Source: an optimization exercise on an open RTL-to-GDS flow (aim: small area and a short achievable clock period). Production flows keep margins and buffers that such runs may drop. RTL that was checked went through simulation tests only; none was proved equivalent to the original. For run 2, only the layout was checked, not whether the RTL still works. Power figures rest on the tool's default switching activity, not on a simulated workload.

==> flow/design.v, too long to show whole: its modules and the start of the top module <==
// module QE_M: 847 lines
// module qe_fa: 5 lines
// module qe_fs: 5 lines
// module qe_fc: 5 lines
// module qe_x2: 5 lines
// module qe_xn: 5 lines
// module qe_cy: 5 lines
// module qe_ha: 5 lines
// module qe_aoi: 5 lines
// module qe_oai: 5 lines
module QE_M (clk, reset, in_a, in_b, in_c, in_x, mode, valid_in, last_input, valid_out, result);
  // ...
==> flow/flow/run.sh <==
#!/bin/bash
# The standard layout, with buf_4 cells as the input port buffers and buf_2
# cells as the output port buffers (the outputs are buffered by a hook that
# runs just before the flow buffers the inputs).
export PRE_GLOBAL_PLACE_TCL="$PWD/flow/buffer_outputs.tcl"
bash standard.sh "BUFFER_PORTS_ARGS=-inputs -buffer_cell sky130_fd_sc_hd__buf_4" finish > standard.log 2>&1
==> flow/flow/buffer_outputs.tcl <==
# Buffer the output ports with buf_2 cells; the flow then buffers the inputs.
buffer_ports -outputs -buffer_cell sky130_fd_sc_hd__buf_2
==> flow/standard.sh <==
#!/bin/bash
# synth_recipe.tcl (not shown) runs the flow's synth.tcl, then flattens the netlist and writes it again
# the make line also repeats each setting of config.mk as NAME=value (left out here)
make -C /OpenROAD-flow-scripts/flow DESIGN_CONFIG=/design/flow/config.mk WORK_HOME=/design/flow/orfs CLKGATE_MAP_FILE= SYNTH_SCRIPT=/design/flow/synth_recipe.tcl "${@:-finish}"
==> flow/config.mk <==
export PLATFORM = sky130hd
export DESIGN_NAME = QE_M
export DESIGN_NICKNAME = QE_M
export VERILOG_FILES = /design/flow/design.v
export SDC_FILE = /design/flow/constraint.sdc
export NUM_CORES = 4
export LEC_CHECK = 0
export CAP_MARGIN = 20
export CORE_MARGIN = 2
export CORE_UTILIZATION = 40
export CTS_BUF_LIST = sky130_fd_sc_hd__clkbuf_8
export SETUP_SLACK_MARGIN = 4
export SLEW_MARGIN = 20
export SYNTH_HIERARCHICAL = 1
==> flow/constraint.sdc <==
create_clock -name core_clock -period 6.5 [get_ports {clk}]
set_input_delay 1.3000 -clock core_clock [delete_from_list [all_inputs] [get_ports {clk}]]
set_output_delay 1.3000 -clock core_clock [all_outputs]
set_load 0.01 [all_outputs]
==> results_tabular.tex, run 1 <==
\begin{tabular}{lr}
\hline
Metric & Value \\
\hline
\multicolumn{2}{l}{\textbf{GRT}} \\
\quad Total congestion overflow & 0 \\
\quad Global routing usage on met1 & 22.4\% \\
\multicolumn{2}{l}{\textbf{Clocking}} \\
\quad Clock transition time at the flip-flop clock pins of the worst setup and hold paths & 0.09 ns \\
\quad Hold buffer count at cts & 0 \\
\quad Worst skew pair latency & 0.45 ns \\
\multicolumn{2}{l}{\textbf{Final layout}} \\
\quad Largest registers & R x16, Y x16 \\
\quad Number of antenna cells inserted & 0 \\
\quad Biggest area consumer among cell classes & multi-input combinational cells \\
\quad Most frequent standard cell in the layout excluding fill and tap cells & sky130\_fd\_sc\_hd\_\_xor2\_1 \\
\multicolumn{2}{l}{\textbf{Route}} \\
\quad Initial DRC count & 265 \\
\quad Average wire per cell in the routed design & 14.7 um \\
\multicolumn{2}{l}{\textbf{Worst setup path}} \\
\quad Endpoint of the most critical register-to-register path & S3b13 \\
\quad Longest individual stage delay on the worst path & 0.68 ns \\
\multicolumn{2}{l}{\textbf{Pwr}} \\
\quad Peak VDD IR & 0.160 mV \\
\quad Power in the clock group & 0.709 mW \\
\quad Clock Power Share & 15.1\% \\
\quad Switching portion of total power & 43.6\% \\
\quad Net switching power of the design & 2.05 mW \\
\quad Leakage power total & 3.67 nW \\
\multicolumn{2}{l}{\textbf{STA}} \\
\quad Count of endpoints failing hold in the final timing report & 0 \\
\quad Unrepaired setup endpoints after global routing & true \\
\multicolumn{2}{l}{\textbf{Synth}} \\
\quad Dominant register cell in the synthesized netlist & sky130\_fd\_sc\_hd\_\_dfxtp\_1 \\
\quad Top post-synthesis cells by area & sky130\_fd\_sc\_hd\_\_dfxtp\_1 35\%, sky130\_fd\_sc\_hd\_\_xor2\_1 20\%, sky130\_fd\_sc\_hd\_\_fa\_1 8.8\% \\
\multicolumn{2}{l}{\textbf{Floorplan}} \\
\quad Area of the core & 0.0209 sq mm \\
\quad Die Y & 149 um \\
\multicolumn{2}{l}{\textbf{Place}} \\
\quad Minimum setup slack after placement & 3.82 ns \\
\multicolumn{2}{l}{\textbf{Status}} \\
\quad Status & finished clean \\
\hline
\end{tabular}
==> run 2: changes to the inputs <==
--- a/flow/design.v
+++ b/flow/design.v
@@ -18,130 +18,201 @@
 reg        nkeep2;       
 reg S3a15, S3b15, S3a14, S3b14, S3a13, S3b13, S3a12, S3b12, S3a11, S3b11, S3a10, S3b10, S3a9, S3b9, S3a8, S3b8, S3a7, S3b7, S3a6, S3b6, S3a5, S3b5, S3a4, S3b4, S3a3, S3b3, S3a2, S3b2, S3a1, S3b1, S3a0, S3b0;
 reg [15:0] Y;
 reg        q1, q2, q3;   
 reg        lastd;        
 wire [15:0] S3a = {S3a15, S3a14, S3a13, S3a12, S3a11, S3a10, S3a9, S3a8, S3a7, S3a6, S3a5, S3a4, S3a3, S3a2, S3a1, S3a0};
 wire [15:0] S3b = {S3b15, S3b14, S3b13, S3b12, S3b11, S3b10, S3b9, S3b8, S3b7, S3b6, S3b5, S3b4, S3b3, S3b2, S3b1, S3b0};
 wire [15:0] S3s;
-wire [15:0] td_cp_p, td_cp_g, td_cp_c;
-qe_x2 td_cp_px0 (.a(S3a[0]), .b(S3b[0]), .y(td_cp_p[0]));
-assign td_cp_g[0] = ~(S3a[0] | S3b[0]);
-qe_x2 td_cp_px1 (.a(S3a[1]), .b(S3b[1]), .y(td_cp_p[1]));
-assign td_cp_g[1] = ~(S3a[1] | S3b[1]);
-qe_x2 td_cp_px2 (.a(S3a[2]), .b(S3b[2]), .y(td_cp_p[2]));
-assign td_cp_g[2] = ~(S3a[2] | S3b[2]);
-qe_x2 td_cp_px3 (.a(S3a[3]), .b(S3b[3]), .y(td_cp_p[3]));
-assign td_cp_g[3] = ~(S3a[3] | S3b[3]);
-qe_x2 td_cp_px4 (.a(S3a[4]), .b(S3b[4]), .y(td_cp_p[4]));
-assign td_cp_g[4] = ~(S3a[4] | S3b[4]);
-qe_x2 td_cp_px5 (.a(S3a[5]), .b(S3b[5]), .y(td_cp_p[5]));
-assign td_cp_g[5] = ~(S3a[5] | S3b[5]);
-qe_x2 td_cp_px6 (.a(S3a[6]), .b(S3b[6]), .y(td_cp_p[6]));
-assign td_cp_g[6] = ~(S3a[6] | S3b[6]);
-qe_x2 td_cp_px7 (.a(S3a[7]), .b(S3b[7]), .y(td_cp_p[7]));
-assign td_cp_g[7] = ~(S3a[7] | S3b[7]);
-qe_x2 td_cp_px8 (.a(S3a[8]), .b(S3b[8]), .y(td_cp_p[8]));
-assign td_cp_g[8] = ~(S3a[8] | S3b[8]);
-qe_x2 td_cp_px9 (.a(S3a[9]), .b(S3b[9]), .y(td_cp_p[9]));
-assign td_cp_g[9] = ~(S3a[9] | S3b[9]);
-qe_x2 td_cp_px10 (.a(S3a[10]), .b(S3b[10]), .y(td_cp_p[10]));
-assign td_cp_g[10] = ~(S3a[10] | S3b[10]);
-qe_x2 td_cp_px11 (.a(S3a[11]), .b(S3b[11]), .y(td_cp_p[11]));
-assign td_cp_g[11] = ~(S3a[11] | S3b[11]);
-qe_x2 td_cp_px12 (.a(S3a[12]), .b(S3b[12]), .y(td_cp_p[12]));
-assign td_cp_g[12] = ~(S3a[12] | S3b[12]);
-qe_x2 td_cp_px13 (.a(S3a[13]), .b(S3b[13]), .y(td_cp_p[13]));
-assign td_cp_g[13] = ~(S3a[13] | S3b[13]);
-qe_x2 td_cp_px14 (.a(S3a[14]), .b(S3b[14]), .y(td_cp_p[14]));
-assign td_cp_g[14] = ~(S3a[14] | S3b[14]);
-qe_x2 td_cp_px15 (.a(S3a[15]), .b(S3b[15]), .y(td_cp_p[15]));
-assign td_cp_g[15] = ~(S3a[15] | S3b[15]);
-wire td_cp_G0_1 = td_cp_g[1] | (td_cp_p[1] & td_cp_g[0]);
-wire td_cp_G0_3 = td_cp_g[3] | (td_cp_p[3] & td_cp_g[2]);
-wire td_cp_P0_3 = td_cp_p[3] & td_cp_p[2];
-wire td_cp_G0_5 = td_cp_g[5] | (td_cp_p[5] & td_cp_g[4]);
-wire td_cp_P0_5 = td_cp_p[5] & td_cp_p[4];
-wire td_cp_G0_7 = td_cp_g[7] | (td_cp_p[7] & td_cp_g[6]);
-wire td_cp_P0_7 = td_cp_p[7] & td_cp_p[6];
-wire td_cp_G0_9 = td_cp_g[9] | (td_cp_p[9] & td_cp_g[8]);
-wire td_cp_P0_9 = td_cp_p[9] & td_cp_p[8];
-wire td_cp_G0_11 = td_cp_g[11] | (td_cp_p[11] & td_cp_g[10]);
-wire td_cp_P0_11 = td_cp_p[11] & td_cp_p[10];
-wire td_cp_G0_13 = td_cp_g[13] | (td_cp_p[13] & td_cp_g[12]);
-wire td_cp_P0_13 = td_cp_p[13] & td_cp_p[12];
-wire td_cp_G0_15 = td_cp_g[15] | (td_cp_p[15] & td_cp_g[14]);
-wire td_cp_P0_15 = td_cp_p[15] & td_cp_p[14];
-wire td_cp_G1_2 = td_cp_g[2] | (td_cp_p[2] & td_cp_G0_1);
-wire td_cp_G1_3 = td_cp_G0_3 | (td_cp_P0_3 & td_cp_G0_1);
-wire td_cp_G1_6 = td_cp_g[6] | (td_cp_p[6] & td_cp_G0_5);
-wire td_cp_P1_6 = td_cp_p[6] & td_cp_P0_5;
-wire td_cp_G1_7 = td_cp_G0_7 | (td_cp_P0_7 & td_cp_G0_5);
-wire td_cp_P1_7 = td_cp_P0_7 & td_cp_P0_5;
-wire td_cp_G1_10 = td_cp_g[10] | (td_cp_p[10] & td_cp_G0_9);
-wire td_cp_P1_10 = td_cp_p[10] & td_cp_P0_9;
-wire td_cp_G1_11 = td_cp_G0_11 | (td_cp_P0_11 & td_cp_G0_9);
-wire td_cp_P1_11 = td_cp_P0_11 & td_cp_P0_9;
-wire td_cp_G1_14 = td_cp_g[14] | (td_cp_p[14] & td_cp_G0_13);
-wire td_cp_P1_14 = td_cp_p[14] & td_cp_P0_13;
-wire td_cp_G1_15 = td_cp_G0_15 | (td_cp_P0_15 & td_cp_G0_13);
-wire td_cp_P1_15 = td_cp_P0_15 & td_cp_P0_13;
-wire td_cp_G2_4 = td_cp_g[4] | (td_cp_p[4] & td_cp_G1_3);
-wire td_cp_G2_5 = td_cp_G0_5 | (td_cp_P0_5 & td_cp_G1_3);
-wire td_cp_G2_6 = td_cp_G1_6 | (td_cp_P1_6 & td_cp_G1_3);
-wire td_cp_G2_7 = td_cp_G1_7 | (td_cp_P1_7 & td_cp_G1_3);
-wire td_cp_G2_12 = td_cp_g[12] | (td_cp_p[12] & td_cp_G1_11);
-wire td_cp_P2_12 = td_cp_p[12] & td_cp_P1_11;
-wire td_cp_G2_13 = td_cp_G0_13 | (td_cp_P0_13 & td_cp_G1_11);
-wire td_cp_P2_13 = td_cp_P0_13 & td_cp_P1_11;
-wire td_cp_G2_14 = td_cp_G1_14 | (td_cp_P1_14 & td_cp_G1_11);
-wire td_cp_P2_14 = td_cp_P1_14 & td_cp_P1_11;
-wire td_cp_G2_15 = td_cp_G1_15 | (td_cp_P1_15 & td_cp_G1_11);
-wire td_cp_P2_15 = td_cp_P1_15 & td_cp_P1_11;
-wire td_cp_G3_8 = td_cp_g[8] | (td_cp_p[8] & td_cp_G2_7);
-wire td_cp_G3_9 = td_cp_G0_9 | (td_cp_P0_9 & td_cp_G2_7);
-wire td_cp_G3_10 = td_cp_G1_10 | (td_cp_P1_10 & td_cp_G2_7);
-wire td_cp_G3_11 = td_cp_G1_11 | (td_cp_P1_11 & td_cp_G2_7);
-wire td_cp_G3_12 = td_cp_G2_12 | (td_cp_P2_12 & td_cp_G2_7);
-wire td_cp_G3_13 = td_cp_G2_13 | (td_cp_P2_13 & td_cp_G2_7);
-wire td_cp_G3_14 = td_cp_G2_14 | (td_cp_P2_14 & td_cp_G2_7);
-wire td_cp_G3_15 = td_cp_G2_15 | (td_cp_P2_15 & td_cp_G2_7);
-assign td_cp_c[0] = 1'b0;
-assign td_cp_c[1] = td_cp_g[0];
-assign td_cp_c[2] = td_cp_G0_1;
-assign td_cp_c[3] = td_cp_G1_2;
-assign td_cp_c[4] = td_cp_G1_3;
-assign td_cp_c[5] = td_cp_G2_4;
-assign td_cp_c[6] = td_cp_G2_5;
-assign td_cp_c[7] = td_cp_G2_6;
-assign td_cp_c[8] = td_cp_G2_7;
-assign td_cp_c[9] = td_cp_G3_8;
-assign td_cp_c[10] = td_cp_G3_9;
-assign td_cp_c[11] = td_cp_G3_10;
-assign td_cp_c[12] = td_cp_G3_11;
-assign td_cp_c[13] = td_cp_G3_12;
-assign td_cp_c[14] = td_cp_G3_13;
-assign td_cp_c[15] = td_cp_G3_14;
-qe_x2 td_cp_sx0 (.a(td_cp_p[0]), .b(td_cp_c[0]), .y(S3s[0]));
-qe_x2 td_cp_sx1 (.a(td_cp_p[1]), .b(td_cp_c[1]), .y(S3s[1]));
-qe_x2 td_cp_sx2 (.a(td_cp_p[2]), .b(td_cp_c[2]), .y(S3s[2]));
-qe_x2 td_cp_sx3 (.a(td_cp_p[3]), .b(td_cp_c[3]), .y(S3s[3]));
-qe_x2 td_cp_sx4 (.a(td_cp_p[4]), .b(td_cp_c[4]), .y(S3s[4]));
-qe_x2 td_cp_sx5 (.a(td_cp_p[5]), .b(td_cp_c[5]), .y(S3s[5]));
-qe_x2 td_cp_sx6 (.a(td_cp_p[6]), .b(td_cp_c[6]), .y(S3s[6]));
-qe_x2 td_cp_sx7 (.a(td_cp_p[7]), .b(td_cp_c[7]), .y(S3s[7]));
-qe_x2 td_cp_sx8 (.a(td_cp_p[8]), .b(td_cp_c[8]), .y(S3s[8]));
-qe_x2 td_cp_sx9 (.a(td_cp_p[9]), .b(td_cp_c[9]), .y(S3s[9]));
-qe_x2 td_cp_sx10 (.a(td_cp_p[10]), .b(td_cp_c[10]), .y(S3s[10]));
-qe_x2 td_cp_sx11 (.a(td_cp_p[11]), .b(td_cp_c[11]), .y(S3s[11]));
-qe_x2 td_cp_sx12 (.a(td_cp_p[12]), .b(td_cp_c[12]), .y(S3s[12]));
-qe_x2 td_cp_sx13 (.a(td_cp_p[13]), .b(td_cp_c[13]), .y(S3s[13]));
-qe_x2 td_cp_sx14 (.a(td_cp_p[14]), .b(td_cp_c[14]), .y(S3s[14]));
-qe_x2 td_cp_sx15 (.a(td_cp_p[15]), .b(td_cp_c[15]), .y(S3s[15]));
+wire [15:0] td_cl_p, td_cl_g;
+qe_x2 td_cl_px0 (.a(S3a[0]), .b(S3b[0]), .y(td_cl_p[0]));
+assign td_cl_g[0] = ~(S3a[0] | S3b[0]);
+qe_x2 td_cl_px1 (.a(S3a[1]), .b(S3b[1]), .y(td_cl_p[1]));
+assign td_cl_g[1] = ~(S3a[1] | S3b[1]);
+qe_x2 td_cl_px2 (.a(S3a[2]), .b(S3b[2]), .y(td_cl_p[2]));
+assign td_cl_g[2] = ~(S3a[2] | S3b[2]);
+qe_x2 td_cl_px3 (.a(S3a[3]), .b(S3b[3]), .y(td_cl_p[3]));
+assign td_cl_g[3] = ~(S3a[3] | S3b[3]);
+qe_x2 td_cl_px4 (.a(S3a[4]), .b(S3b[4]), .y(td_cl_p[4]));
+assign td_cl_g[4] = ~(S3a[4] | S3b[4]);
+qe_x2 td_cl_px5 (.a(S3a[5]), .b(S3b[5]), .y(td_cl_p[5]));
+assign td_cl_g[5] = ~(S3a[5] | S3b[5]);
+qe_x2 td_cl_px6 (.a(S3a[6]), .b(S3b[6]), .y(td_cl_p[6]));
+assign td_cl_g[6] = ~(S3a[6] | S3b[6]);
+qe_x2 td_cl_px7 (.a(S3a[7]), .b(S3b[7]), .y(td_cl_p[7]));
+assign td_cl_g[7] = ~(S3a[7] | S3b[7]);
+qe_x2 td_cl_px8 (.a(S3a[8]), .b(S3b[8]), .y(td_cl_p[8]));
+assign td_cl_g[8] = ~(S3a[8] | S3b[8]);
+qe_x2 td_cl_px9 (.a(S3a[9]), .b(S3b[9]), .y(td_cl_p[9]));
+assign td_cl_g[9] = ~(S3a[9] | S3b[9]);
+qe_x2 td_cl_px10 (.a(S3a[10]), .b(S3b[10]), .y(td_cl_p[10]));
+assign td_cl_g[10] = ~(S3a[10] | S3b[10]);
+qe_x2 td_cl_px11 (.a(S3a[11]), .b(S3b[11]), .y(td_cl_p[11]));
+assign td_cl_g[11] = ~(S3a[11] | S3b[11]);
+qe_x2 td_cl_px12 (.a(S3a[12]), .b(S3b[12]), .y(td_cl_p[12]));
+assign td_cl_g[12] = ~(S3a[12] | S3b[12]);
+qe_x2 td_cl_px13 (.a(S3a[13]), .b(S3b[13]), .y(td_cl_p[13]));
+assign td_cl_g[13] = ~(S3a[13] | S3b[13]);
+qe_x2 td_cl_px14 (.a(S3a[14]), .b(S3b[14]), .y(td_cl_p[14]));
+assign td_cl_g[14] = ~(S3a[14] | S3b[14]);
+qe_x2 td_cl_px15 (.a(S3a[15]), .b(S3b[15]), .y(td_cl_p[15]));
+assign td_cl_g[15] = ~(S3a[15] | S3b[15]);
+wire td_cl_G0_1;
+qe_aoi td_cl_a0_1 (.a(td_cl_g[1]), .b(td_cl_p[1]), .c(td_cl_g[0]), .y(td_cl_G0_1));
+wire td_cl_G0_2;
+qe_aoi td_cl_a0_2 (.a(td_cl_g[2]), .b(td_cl_p[2]), .c(td_cl_g[1]), .y(td_cl_G0_2));
+wire td_cl_P0_2 = ~(td_cl_p[2] & td_cl_p[1]);
+wire td_cl_G0_3;
+qe_aoi td_cl_a0_3 (.a(td_cl_g[3]), .b(td_cl_p[3]), .c(td_cl_g[2]), .y(td_cl_G0_3));
+wire td_cl_P0_3 = ~(td_cl_p[3] & td_cl_p[2]);
+wire td_cl_G0_4;
+qe_aoi td_cl_a0_4 (.a(td_cl_g[4]), .b(td_cl_p[4]), .c(td_cl_g[3]), .y(td_cl_G0_4));
+wire td_cl_P0_4 = ~(td_cl_p[4] & td_cl_p[3]);
+wire td_cl_G0_5;
+qe_aoi td_cl_a0_5 (.a(td_cl_g[5]), .b(td_cl_p[5]), .c(td_cl_g[4]), .y(td_cl_G0_5));
+wire td_cl_P0_5 = ~(td_cl_p[5] & td_cl_p[4]);
+wire td_cl_G0_6;
+qe_aoi td_cl_a0_6 (.a(td_cl_g[6]), .b(td_cl_p[6]), .c(td_cl_g[5]), .y(td_cl_G0_6));
+wire td_cl_P0_6 = ~(td_cl_p[6] & td_cl_p[5]);
+wire td_cl_G0_7;
+qe_aoi td_cl_a0_7 (.a(td_cl_g[7]), .b(td_cl_p[7]), .c(td_cl_g[6]), .y(td_cl_G0_7));
+wire td_cl_P0_7 = ~(td_cl_p[7] & td_cl_p[6]);
+wire td_cl_G0_8;
+qe_aoi td_cl_a0_8 (.a(td_cl_g[8]), .b(td_cl_p[8]), .c(td_cl_g[7]), .y(td_cl_G0_8));
+wire td_cl_P0_8 = ~(td_cl_p[8] & td_cl_p[7]);
+wire td_cl_G0_9;
+qe_aoi td_cl_a0_9 (.a(td_cl_g[9]), .b(td_cl_p[9]), .c(td_cl_g[8]), .y(td_cl_G0_9));
+wire td_cl_P0_9 = ~(td_cl_p[9] & td_cl_p[8]);
+wire td_cl_G0_10;
+qe_aoi td_cl_a0_10 (.a(td_cl_g[10]), .b(td_cl_p[10]), .c(td_cl_g[9]), .y(td_cl_G0_10));
+wire td_cl_P0_10 = ~(td_cl_p[10] & td_cl_p[9]);
+wire td_cl_G0_11;
+qe_aoi td_cl_a0_11 (.a(td_cl_g[11]), .b(td_cl_p[11]), .c(td_cl_g[10]), .y(td_cl_G0_11));
+wire td_cl_P0_11 = ~(td_cl_p[11] & td_cl_p[10]);
+wire td_cl_G0_12;
+qe_aoi td_cl_a0_12 (.a(td_cl_g[12]), .b(td_cl_p[12]), .c(td_cl_g[11]), .y(td_cl_G0_12));
+wire td_cl_P0_12 = ~(td_cl_p[12] & td_cl_p[11]);
+wire td_cl_G0_13;
+qe_aoi td_cl_a0_13 (.a(td_cl_g[13]), .b(td_cl_p[13]), .c(td_cl_g[12]), .y(td_cl_G0_13));
+wire td_cl_P0_13 = ~(td_cl_p[13] & td_cl_p[12]);
+wire td_cl_G0_14;
+qe_aoi td_cl_a0_14 (.a(td_cl_g[14]), .b(td_cl_p[14]), .c(td_cl_g[13]), .y(td_cl_G0_14));
+wire td_cl_P0_14 = ~(td_cl_p[14] & td_cl_p[13]);
+wire td_cl_G0_15;
+qe_aoi td_cl_a0_15 (.a(td_cl_g[15]), .b(td_cl_p[15]), .c(td_cl_g[14]), .y(td_cl_G0_15));
+wire td_cl_P0_15 = ~(td_cl_p[15] & td_cl_p[14]);
+wire td_cl_n0 = ~td_cl_g[0];
+wire td_cl_G1_2;
+qe_oai td_cl_o1_2 (.a(td_cl_G0_2), .b(td_cl_P0_2), .c(td_cl_n0), .y(td_cl_G1_2));
+wire td_cl_G1_3;
+qe_oai td_cl_o1_3 (.a(td_cl_G0_3), .b(td_cl_P0_3), .c(td_cl_G0_1), .y(td_cl_G1_3));
+wire td_cl_G1_4;
+qe_oai td_cl_o1_4 (.a(td_cl_G0_4), .b(td_cl_P0_4), .c(td_cl_G0_2), .y(td_cl_G1_4));
+wire td_cl_P1_4 = ~(td_cl_P0_4 | td_cl_P0_2);
+wire td_cl_G1_5;
+qe_oai td_cl_o1_5 (.a(td_cl_G0_5), .b(td_cl_P0_5), .c(td_cl_G0_3), .y(td_cl_G1_5));
+wire td_cl_P1_5 = ~(td_cl_P0_5 | td_cl_P0_3);
+wire td_cl_G1_6;
+qe_oai td_cl_o1_6 (.a(td_cl_G0_6), .b(td_cl_P0_6), .c(td_cl_G0_4), .y(td_cl_G1_6));
+wire td_cl_P1_6 = ~(td_cl_P0_6 | td_cl_P0_4);
+wire td_cl_G1_7;
+qe_oai td_cl_o1_7 (.a(td_cl_G0_7), .b(td_cl_P0_7), .c(td_cl_G0_5), .y(td_cl_G1_7));
+wire td_cl_P1_7 = ~(td_cl_P0_7 | td_cl_P0_5);
+wire td_cl_G1_8;
+qe_oai td_cl_o1_8 (.a(td_cl_G0_8), .b(td_cl_P0_8), .c(td_cl_G0_6), .y(td_cl_G1_8));
+wire td_cl_P1_8 = ~(td_cl_P0_8 | td_cl_P0_6);
+wire td_cl_G1_9;
+qe_oai td_cl_o1_9 (.a(td_cl_G0_9), .b(td_cl_P0_9), .c(td_cl_G0_7), .y(td_cl_G1_9));
+wire td_cl_P1_9 = ~(td_cl_P0_9 | td_cl_P0_7);
+wire td_cl_G1_10;
+qe_oai td_cl_o1_10 (.a(td_cl_G0_10), .b(td_cl_P0_10), .c(td_cl_G0_8), .y(td_cl_G1_10));
+wire td_cl_P1_10 = ~(td_cl_P0_10 | td_cl_P0_8);
+wire td_cl_G1_11;
+qe_oai td_cl_o1_11 (.a(td_cl_G0_11), .b(td_cl_P0_11), .c(td_cl_G0_9), .y(td_cl_G1_11));
+wire td_cl_P1_11 = ~(td_cl_P0_11 | td_cl_P0_9);
+wire td_cl_G1_12;
+qe_oai td_cl_o1_12 (.a(td_cl_G0_12), .b(td_cl_P0_12), .c(td_cl_G0_10), .y(td_cl_G1_12));
+wire td_cl_P1_12 = ~(td_cl_P0_12 | td_cl_P0_10);
+wire td_cl_G1_13;
+qe_oai td_cl_o1_13 (.a(td_cl_G0_13), .b(td_cl_P0_13), .c(td_cl_G0_11), .y(td_cl_G1_13));
+wire td_cl_P1_13 = ~(td_cl_P0_13 | td_cl_P0_11);
+wire td_cl_G1_14;
+qe_oai td_cl_o1_14 (.a(td_cl_G0_14), .b(td_cl_P0_14), .c(td_cl_G0_12), .y(td_cl_G1_14));
+wire td_cl_P1_14 = ~(td_cl_P0_14 | td_cl_P0_12);
+wire td_cl_G1_15;
+qe_oai td_cl_o1_15 (.a(td_cl_G0_15), .b(td_cl_P0_15), .c(td_cl_G0_13), .y(td_cl_G1_15));
+wire td_cl_P1_15 = ~(td_cl_P0_15 | td_cl_P0_13);
+wire td_cl_G2_4;
+qe_aoi td_cl_a2_4 (.a(td_cl_G1_4), .b(td_cl_P1_4), .c(td_cl_g[0]), .y(td_cl_G2_4));
+wire td_cl_n1 = ~td_cl_G0_1;
+wire td_cl_G2_5;
+qe_aoi td_cl_a2_5 (.a(td_cl_G1_5), .b(td_cl_P1_5), .c(td_cl_n1), .y(td_cl_G2_5));
+wire td_cl_G2_6;
+qe_aoi td_cl_a2_6 (.a(td_cl_G1_6), .b(td_cl_P1_6), .c(td_cl_G1_2), .y(td_cl_G2_6));
+wire td_cl_G2_7;
+qe_aoi td_cl_a2_7 (.a(td_cl_G1_7), .b(td_cl_P1_7), .c(td_cl_G1_3), .y(td_cl_G2_7));
+wire td_cl_G2_8;
+qe_aoi td_cl_a2_8 (.a(td_cl_G1_8), .b(td_cl_P1_8), .c(td_cl_G1_4), .y(td_cl_G2_8));
+wire td_cl_P2_8 = ~(td_cl_P1_8 & td_cl_P1_4);
+wire td_cl_G2_9;
+qe_aoi td_cl_a2_9 (.a(td_cl_G1_9), .b(td_cl_P1_9), .c(td_cl_G1_5), .y(td_cl_G2_9));
+wire td_cl_P2_9 = ~(td_cl_P1_9 & td_cl_P1_5);
+wire td_cl_G2_10;
+qe_aoi td_cl_a2_10 (.a(td_cl_G1_10), .b(td_cl_P1_10), .c(td_cl_G1_6), .y(td_cl_G2_10));
+wire td_cl_P2_10 = ~(td_cl_P1_10 & td_cl_P1_6);
+wire td_cl_G2_11;
+qe_aoi td_cl_a2_11 (.a(td_cl_G1_11), .b(td_cl_P1_11), .c(td_cl_G1_7), .y(td_cl_G2_11));
+wire td_cl_P2_11 = ~(td_cl_P1_11 & td_cl_P1_7);
+wire td_cl_G2_12;
+qe_aoi td_cl_a2_12 (.a(td_cl_G1_12), .b(td_cl_P1_12), .c(td_cl_G1_8), .y(td_cl_G2_12));
+wire td_cl_P2_12 = ~(td_cl_P1_12 & td_cl_P1_8);
+wire td_cl_G2_13;
+qe_aoi td_cl_a2_13 (.a(td_cl_G1_13), .b(td_cl_P1_13), .c(td_cl_G1_9), .y(td_cl_G2_13));
+wire td_cl_P2_13 = ~(td_cl_P1_13 & td_cl_P1_9);
+wire td_cl_G2_14;
+qe_aoi td_cl_a2_14 (.a(td_cl_G1_14), .b(td_cl_P1_14), .c(td_cl_G1_10), .y(td_cl_G2_14));
+wire td_cl_P2_14 = ~(td_cl_P1_14 & td_cl_P1_10);
+wire td_cl_G2_15;
+qe_aoi td_cl_a2_15 (.a(td_cl_G1_15), .b(td_cl_P1_15), .c(td_cl_G1_11), .y(td_cl_G2_15));
+wire td_cl_P2_15 = ~(td_cl_P1_15 & td_cl_P1_11);
+wire td_cl_G3_8;
+qe_oai td_cl_o3_8 (.a(td_cl_G2_8), .b(td_cl_P2_8), .c(td_cl_n0), .y(td_cl_G3_8));
+wire td_cl_G3_9;
+qe_oai td_cl_o3_9 (.a(td_cl_G2_9), .b(td_cl_P2_9), .c(td_cl_G0_1), .y(td_cl_G3_9));
+wire td_cl_n2 = ~td_cl_G1_2;
+wire td_cl_G3_10;
+qe_oai td_cl_o3_10 (.a(td_cl_G2_10), .b(td_cl_P2_10), .c(td_cl_n2), .y(td_cl_G3_10));
+wire td_cl_n3 = ~td_cl_G1_3;
+wire td_cl_G3_11;
+qe_oai td_cl_o3_11 (.a(td_cl_G2_11), .b(td_cl_P2_11), .c(td_cl_n3), .y(td_cl_G3_11));
+wire td_cl_G3_12;
+qe_oai td_cl_o3_12 (.a(td_cl_G2_12), .b(td_cl_P2_12), .c(td_cl_G2_4), .y(td_cl_G3_12));
+wire td_cl_G3_13;
+qe_oai td_cl_o3_13 (.a(td_cl_G2_13), .b(td_cl_P2_13), .c(td_cl_G2_5), .y(td_cl_G3_13));
+wire td_cl_G3_14;
+qe_oai td_cl_o3_14 (.a(td_cl_G2_14), .b(td_cl_P2_14), .c(td_cl_G2_6), .y(td_cl_G3_14));
+wire td_cl_G3_15;
+qe_oai td_cl_o3_15 (.a(td_cl_G2_15), .b(td_cl_P2_15), .c(td_cl_G2_7), .y(td_cl_G3_15));
+assign S3s[0] = td_cl_p[0];
+qe_x2 td_cl_sx1 (.a(td_cl_p[1]), .b(td_cl_g[0]), .y(S3s[1]));
+qe_xn td_cl_sx2 (.a(td_cl_p[2]), .b(td_cl_G0_1), .y(S3s[2]));
+qe_x2 td_cl_sx3 (.a(td_cl_p[3]), .b(td_cl_G1_2), .y(S3s[3]));
+qe_x2 td_cl_sx4 (.a(td_cl_p[4]), .b(td_cl_G1_3), .y(S3s[4]));
+qe_xn td_cl_sx5 (.a(td_cl_p[5]), .b(td_cl_G2_4), .y(S3s[5]));
+qe_xn td_cl_sx6 (.a(td_cl_p[6]), .b(td_cl_G2_5), .y(S3s[6]));
+qe_xn td_cl_sx7 (.a(td_cl_p[7]), .b(td_cl_G2_6), .y(S3s[7]));
+qe_xn td_cl_sx8 (.a(td_cl_p[8]), .b(td_cl_G2_7), .y(S3s[8]));
+qe_x2 td_cl_sx9 (.a(td_cl_p[9]), .b(td_cl_G3_8), .y(S3s[9]));
+qe_x2 td_cl_sx10 (.a(td_cl_p[10]), .b(td_cl_G3_9), .y(S3s[10]));
+qe_x2 td_cl_sx11 (.a(td_cl_p[11]), .b(td_cl_G3_10), .y(S3s[11]));
+qe_x2 td_cl_sx12 (.a(td_cl_p[12]), .b(td_cl_G3_11), .y(S3s[12]));
+qe_x2 td_cl_sx13 (.a(td_cl_p[13]), .b(td_cl_G3_12), .y(S3s[13]));
+qe_x2 td_cl_sx14 (.a(td_cl_p[14]), .b(td_cl_G3_13), .y(S3s[14]));
+qe_x2 td_cl_sx15 (.a(td_cl_p[15]), .b(td_cl_G3_14), .y(S3s[15]));
 wire [7:0] bg = ~(in_b & {8{~mode}});
 wire pa_0_0, pa_0_1, pa_0_2, pa_0_3, pa_0_4, pa_0_5, pa_0_6, pa_0_7;
 wire pa_1_0, pa_1_1, pa_1_2, pa_1_3, pa_1_4, pa_1_5, pa_1_6, pa_1_7;
 wire pa_2_0, pa_2_1, pa_2_2, pa_2_3, pa_2_4, pa_2_5, pa_2_6, pa_2_7;
 wire pa_3_0, pa_3_1, pa_3_2, pa_3_3, pa_3_4, pa_3_5, pa_3_6, pa_3_7;
 wire pa_4_0, pa_4_1, pa_4_2, pa_4_3, pa_4_4, pa_4_5, pa_4_6, pa_4_7;
 wire pa_5_0, pa_5_1, pa_5_2, pa_5_3, pa_5_4, pa_5_5, pa_5_6, pa_5_7;
 wire pa_6_0, pa_6_1, pa_6_2, pa_6_3, pa_6_4, pa_6_5, pa_6_6, pa_6_7;
==> flow/flow/run.sh (replaced) <==
#!/bin/bash
# The standard layout, with buf_2 cells as the port buffers.
bash standard.sh "BUFFER_PORTS_ARGS=-buffer_cell sky130_fd_sc_hd__buf_2" finish > standard.log 2>&1
removed: flow/flow/buffer_outputs.tcl
==> run 2 against run 1 <==
Against the previous run:
- sequential power about the same
- sequential cell count unchanged
- combinational power increased by 13%
- cell count increased by 5.9%
- die area increased by 3.8%
- routed wire length increased by 5.1%
- area after synthesis increased by 3.9%
- clock-buffer cell count increased by 1
- maximum frequency increased by 0.35%
- cell area increased by 2.2%
- critical path type is now primary input to register
- largest cell class unchanged
- largest power group unchanged
==> results_tabular.tex, run 2 <==
\begin{tabular}{lr}
\hline
Metric & Value \\
\hline
\multicolumn{2}{l}{\textbf{Status}} \\
\quad Status & finished clean \\
\multicolumn{2}{l}{\textbf{Worst setup path}} \\
\quad Kind of start point of the critical path & primary input \\
\quad Crit-path max FO & 26 \\
\quad Crit. End Element & register \\
\quad Crit Path Class & primary input to register \\
\quad Arrival time worst endpoint & 2.71 ns \\
\quad Worst endpoint required time & 6.86 ns \\
\multicolumn{2}{l}{\textbf{GRT}} \\
\quad Global-route wire length before repair & 30500 um \\
\quad Global router's overall resource usage & 16.2\% \\
\quad Total congestion overflow & 0 (unchanged) \\
\quad Pin count of the biggest net entering global routing & 36 \\
\quad Initial antenna violation count & 0 \\
\quad Vias in the first global route & 6228 \\
\multicolumn{2}{l}{\textbf{Final layout}} \\
\quad Largest registers & R x16, Y x16 \\
\quad Share of layout cells above drive strength 1 & 19.3\% \\
\quad Area overhead of the layout relative to synthesis & 9.91\% \\
\quad Most frequent standard cell in the layout excluding fill and tap cells & sky130\_fd\_sc\_hd\_\_xor2\_1 \\
\quad Layout Cells excl Fill & 1247 \\
\quad Highest-count cells in the layout ignoring fill and taps & 184 x sky130\_fd\_sc\_hd\_\_xor2\_1, 140 x sky130\_fd\_sc\_hd\_\_dfxtp\_1, 105 x sky130\_fd\_sc\_hd\_\_nand2\_1, 53 x sky130\_fd\_sc\_hd\_\_buf\_2, 51 x sky130\_fd\_sc\_hd\_\_nor2\_1 \\
\quad Total number of nets in the final design & 1028 \\
\quad Final core utilization & 44.5\% \\
\quad Number of antenna cells inserted & 0 (unchanged) \\
\multicolumn{2}{l}{\textbf{Clocking}} \\
\quad CTS max path bufs & 2 \\
\quad CTS tree & yes \\
\quad Clock transition time at the flip-flop clock pins of the worst setup and hold paths & 0.09 ns (about the same) \\
\quad CTS buffer count & 17 \\
\quad Clock tree root driver cell & sky130\_fd\_sc\_hd\_\_clkbuf\_8 \\
\quad Worst skew pair latency & 0.47 ns (+0.02 ns) \\
\quad Htree depth & 4 \\
\quad Hold buffer count at cts & 0 (unchanged) \\
\quad Clock Sinks & 152 \\
\quad Post-CTS repair timing setup buffer count & 0 \\
\multicolumn{2}{l}{\textbf{Route}} \\
\quad Overall via count from detail\_route & 6216 \\
\quad Avg Vias per Cell & 4.98 \\
\quad Average wire per cell in the routed design & 14.5 um (-0.78\%) \\
\quad Initial DRC count & 282 (+6.4\%) \\
\quad Drt first pass iters & 5 \\
\quad Detailed-route DRC error count & 0 \\
\quad Number of nets with antenna violations after detailed routing & 0 \\
\quad WL final & 18100 um \\
\multicolumn{2}{l}{\textbf{Synth}} \\
\quad Cell taking the most area after synthesis & sky130\_fd\_sc\_hd\_\_dfxtp\_1 \\
\quad Cell count after synthesis & 925 \\
\quad Netlist Area Pre-Place & 0.00879 sq mm \\
\quad FF+latch count, synth & 152 \\
\quad Number of warning messages in the yosys log & 7 \\
\quad Dominant register cell in the synthesized netlist & sky130\_fd\_sc\_hd\_\_dfxtp\_1 \\
\quad Number of distinct library cell variants in the gate-level netlist after synthesis & 30 \\
\quad Top post-synthesis cells by area & sky130\_fd\_sc\_hd\_\_dfxtp\_1 33\%, sky130\_fd\_sc\_hd\_\_xor2\_1 19\%, sky130\_fd\_sc\_hd\_\_fa\_1 8.4\% \\
\quad Most common cell in the synthesized netlist & sky130\_fd\_sc\_hd\_\_xor2\_1 \\
\quad Share of synthesized flip-flops with an asynchronous set or reset & 3.29\% \\
\quad Average cell area after synthesis & 9.50 sq um \\
\quad Leading cell types by count after synthesis & 188 x sky130\_fd\_sc\_hd\_\_xor2\_1, 147 x sky130\_fd\_sc\_hd\_\_dfxtp\_1, 118 x sky130\_fd\_sc\_hd\_\_nand2\_1, 51 x sky130\_fd\_sc\_hd\_\_nor2\_1, 50 x sky130\_fd\_sc\_hd\_\_a21oi\_2 \\
\quad Number of enable-type register cells in the synthesized netlist & 0 \\
\quad Synth top area share & 33.5\% \\
\quad Sequential share of the synthesized area & 34.9\% \\
\multicolumn{2}{l}{\textbf{Place}} \\
\quad Port buffer count & 53 \\
\quad Gp weighted congestion & 0.841 \\
\quad Inst Count DP & 1215 \\
\quad DP Wirelength & 14100 um \\
\multicolumn{2}{l}{\textbf{Floorplan}} \\
\quad Die Y & 152 um (+1.9\%) \\
\quad Initial core utilization & 40.5\% \\
\quad Area of the die & 0.0232 sq mm \\
\quad Ports placed on the boundary & 54 \\
\quad Area of the core & 0.0217 sq mm (+3.8\%) \\
\quad Width of the die & 152 um \\
\quad Core Rows & 54 \\
\multicolumn{2}{l}{\textbf{STA}} \\
\quad Worst Tran Pin Value & 0.638 ns \\
\quad \# setup viols final & 0 \\
\quad Clock period minus worst slack & 2.35 ns \\
\quad Highest Clock Rate & 0.425 GHz \\
\quad Clock skew & 0.0172 ns \\
\quad Setup tns final & 0 ns \\
\quad Unrepaired setup endpoints after global routing & false \\
\quad Total count of max-transition violations in the final report & 0 \\
\quad Tightest slew margin relative to the limit & 57.4\% \\
\quad Final period util & 36.2\% \\
\quad Count of endpoints failing hold in the final timing report & 0 (unchanged) \\
\multicolumn{2}{l}{\textbf{Pwr}} \\
\quad Power per unit of standard cell area & 513 mW/mm\^{}2 \\
\quad Peak VDD IR & 0.176 mV (+10\%) \\
\quad Leakage power total & 3.71 nW (+0.98\%) \\
\quad Total power draw & 4.96 mW \\
\multicolumn{2}{l}{\textbf{Min path}} \\
\quad Worst min path class & register to register \\
\multicolumn{2}{l}{\textbf{Flow run}} \\
\quad Reported max-cap violation count & 0 \\
\hline
\end{tabular}
run 2: worst paths after layout:
path                            slack (ns)  cells after the start         to  start
worst min-delay path                  0.33                      0      C2[2]  C1[2]
worst max register to register        4.15                      6       S3a9  bt[1]
worst max-delay path                  4.15                      5       T1b7   mode
worst min register to register        0.33                      0      C2[2]  C1[2]
min in group asynchronous             0.69                      2  valid_out  reset
max in group asynchronous             5.57                      2      lastd  reset
run 2: timing repair:
action	4_1_cts	5_1_grt
setup endpoints to repair	1	12
gates resized for setup	1	7
endpoints found under the hold margin	0	0
run 2: per-module statistics from Yosys, one instance, submodules excluded:
module / cells / cell area, sq um
QE_M: 574 / 5450
qe_aoi: 1 / 8.76
qe_cy: 1 / 8.76
qe_fa: 1 / 20.0
qe_oai: 1 / 5.00
qe_x2: 1 / 8.76
qe_xn: 1 / 8.76
run 2: cells by family (layout without fill, tap and decap cells):
| family | Yosys count | in the layout | synth area share, % |
|---|---|---|---|
| other | 1 | 2 | 0.0427 |
| adder cells (fa/ha/maj) | 37 | 37 | 8.43 |
| AO/OA/AOI/OAI | 212 | 212 | 18.0 |
| XOR/XNOR | 234 | 234 | 23.3 |
| AND/OR/NAND/NOR | 229 | 229 | 11.4 |
| buffers and inverters | 58 | 99 | 3.55 |
| multiplexers | 2 | 2 | 0.256 |
| flip-flops | 152 | 152 | 34.9 |
run 2: layout make-up:
class,instances,area [sq um]
clock buffer,18,248
clock inverter,14,130
fill,2114,12000
inverter,13,48.8
timing repair buffer,54,273
sequential,152,3080
multi-input combinational,716,5530
tap,280,350
run 2: metrics by stage:
stage | hold WS (ns) | setup slack [ns] | cell area [sq um]
6_report | 0.332 | 4.15 | 9660
5_1_grt | 0.343 | 4.01 | 9660
4_1_cts | 0.337 | 4.09 | 9640
3_5_place_dp | 0.315 | 3.67 | 9270
3_3_place_gp | 0.312 | 3.69 | 9270
2_1_floorplan | 0.310 | 3.97 | 9190
run 2: per-layer routing:
metal  track usage (%)  share of wire (%)
met5                 0                  0
met4              5.87                1.7
met3              2.99                3.2
met2              28.1                 49
met1              20.0                 46
run 2: worst max-delay path, cell delays in order:
cell,delay [ns]
sky130_fd_sc_hd__buf_2,0.35
sky130_fd_sc_hd__nand2b_4,0.22
sky130_fd_sc_hd__fa_1,0.44
sky130_fd_sc_hd__xor2_1,0.20
sky130_fd_sc_hd__a22o_1,0.19
run 2: power by group:
part	internal [mW]	switching [mW]	total [mW]
logic	1.16	1.59	2.76
clock network	0.292	0.398	0.690
registers	1.25	0.260	1.51

separate check: timing with driven ports:
Ports are ideal in the flow. The routed layouts listed here were re-timed in OpenROAD.
Step 1 (the two cells are an assumption about what drives the block):
set clk [get_ports {clk}]
set_driving_cell -lib_cell sky130_fd_sc_hd__clkbuf_16 $clk
set_driving_cell -lib_cell sky130_fd_sc_hd__buf_2 [delete_from_list [all_inputs] $clk]
Step 2 also shifts input and output timing later by t, the mid clock arrival at the registers, as if the neighbouring blocks saw the same clock.
Three values: ideal ports, drivers, drivers and shift; two values: the first two.
run	t, ns	slack for setup (ns)	latest minus earliest clock arrival (ns)	worst register clock-pin slew, ns	pins driven straight from the clock port
run 1	0.486	4.140 / 4.140 / 3.803	0.016 / 0.015	0.10 / 0.10	1
run 2	0.503	4.148 / 4.149 / 3.664	0.017 / 0.018	0.09 / 0.09	1
After both steps setup and hold are still met in every run listed. For run 2, which loses most, drivers alone change the setup slack by +0.001 ns; drivers and shift together by -0.484 ns.
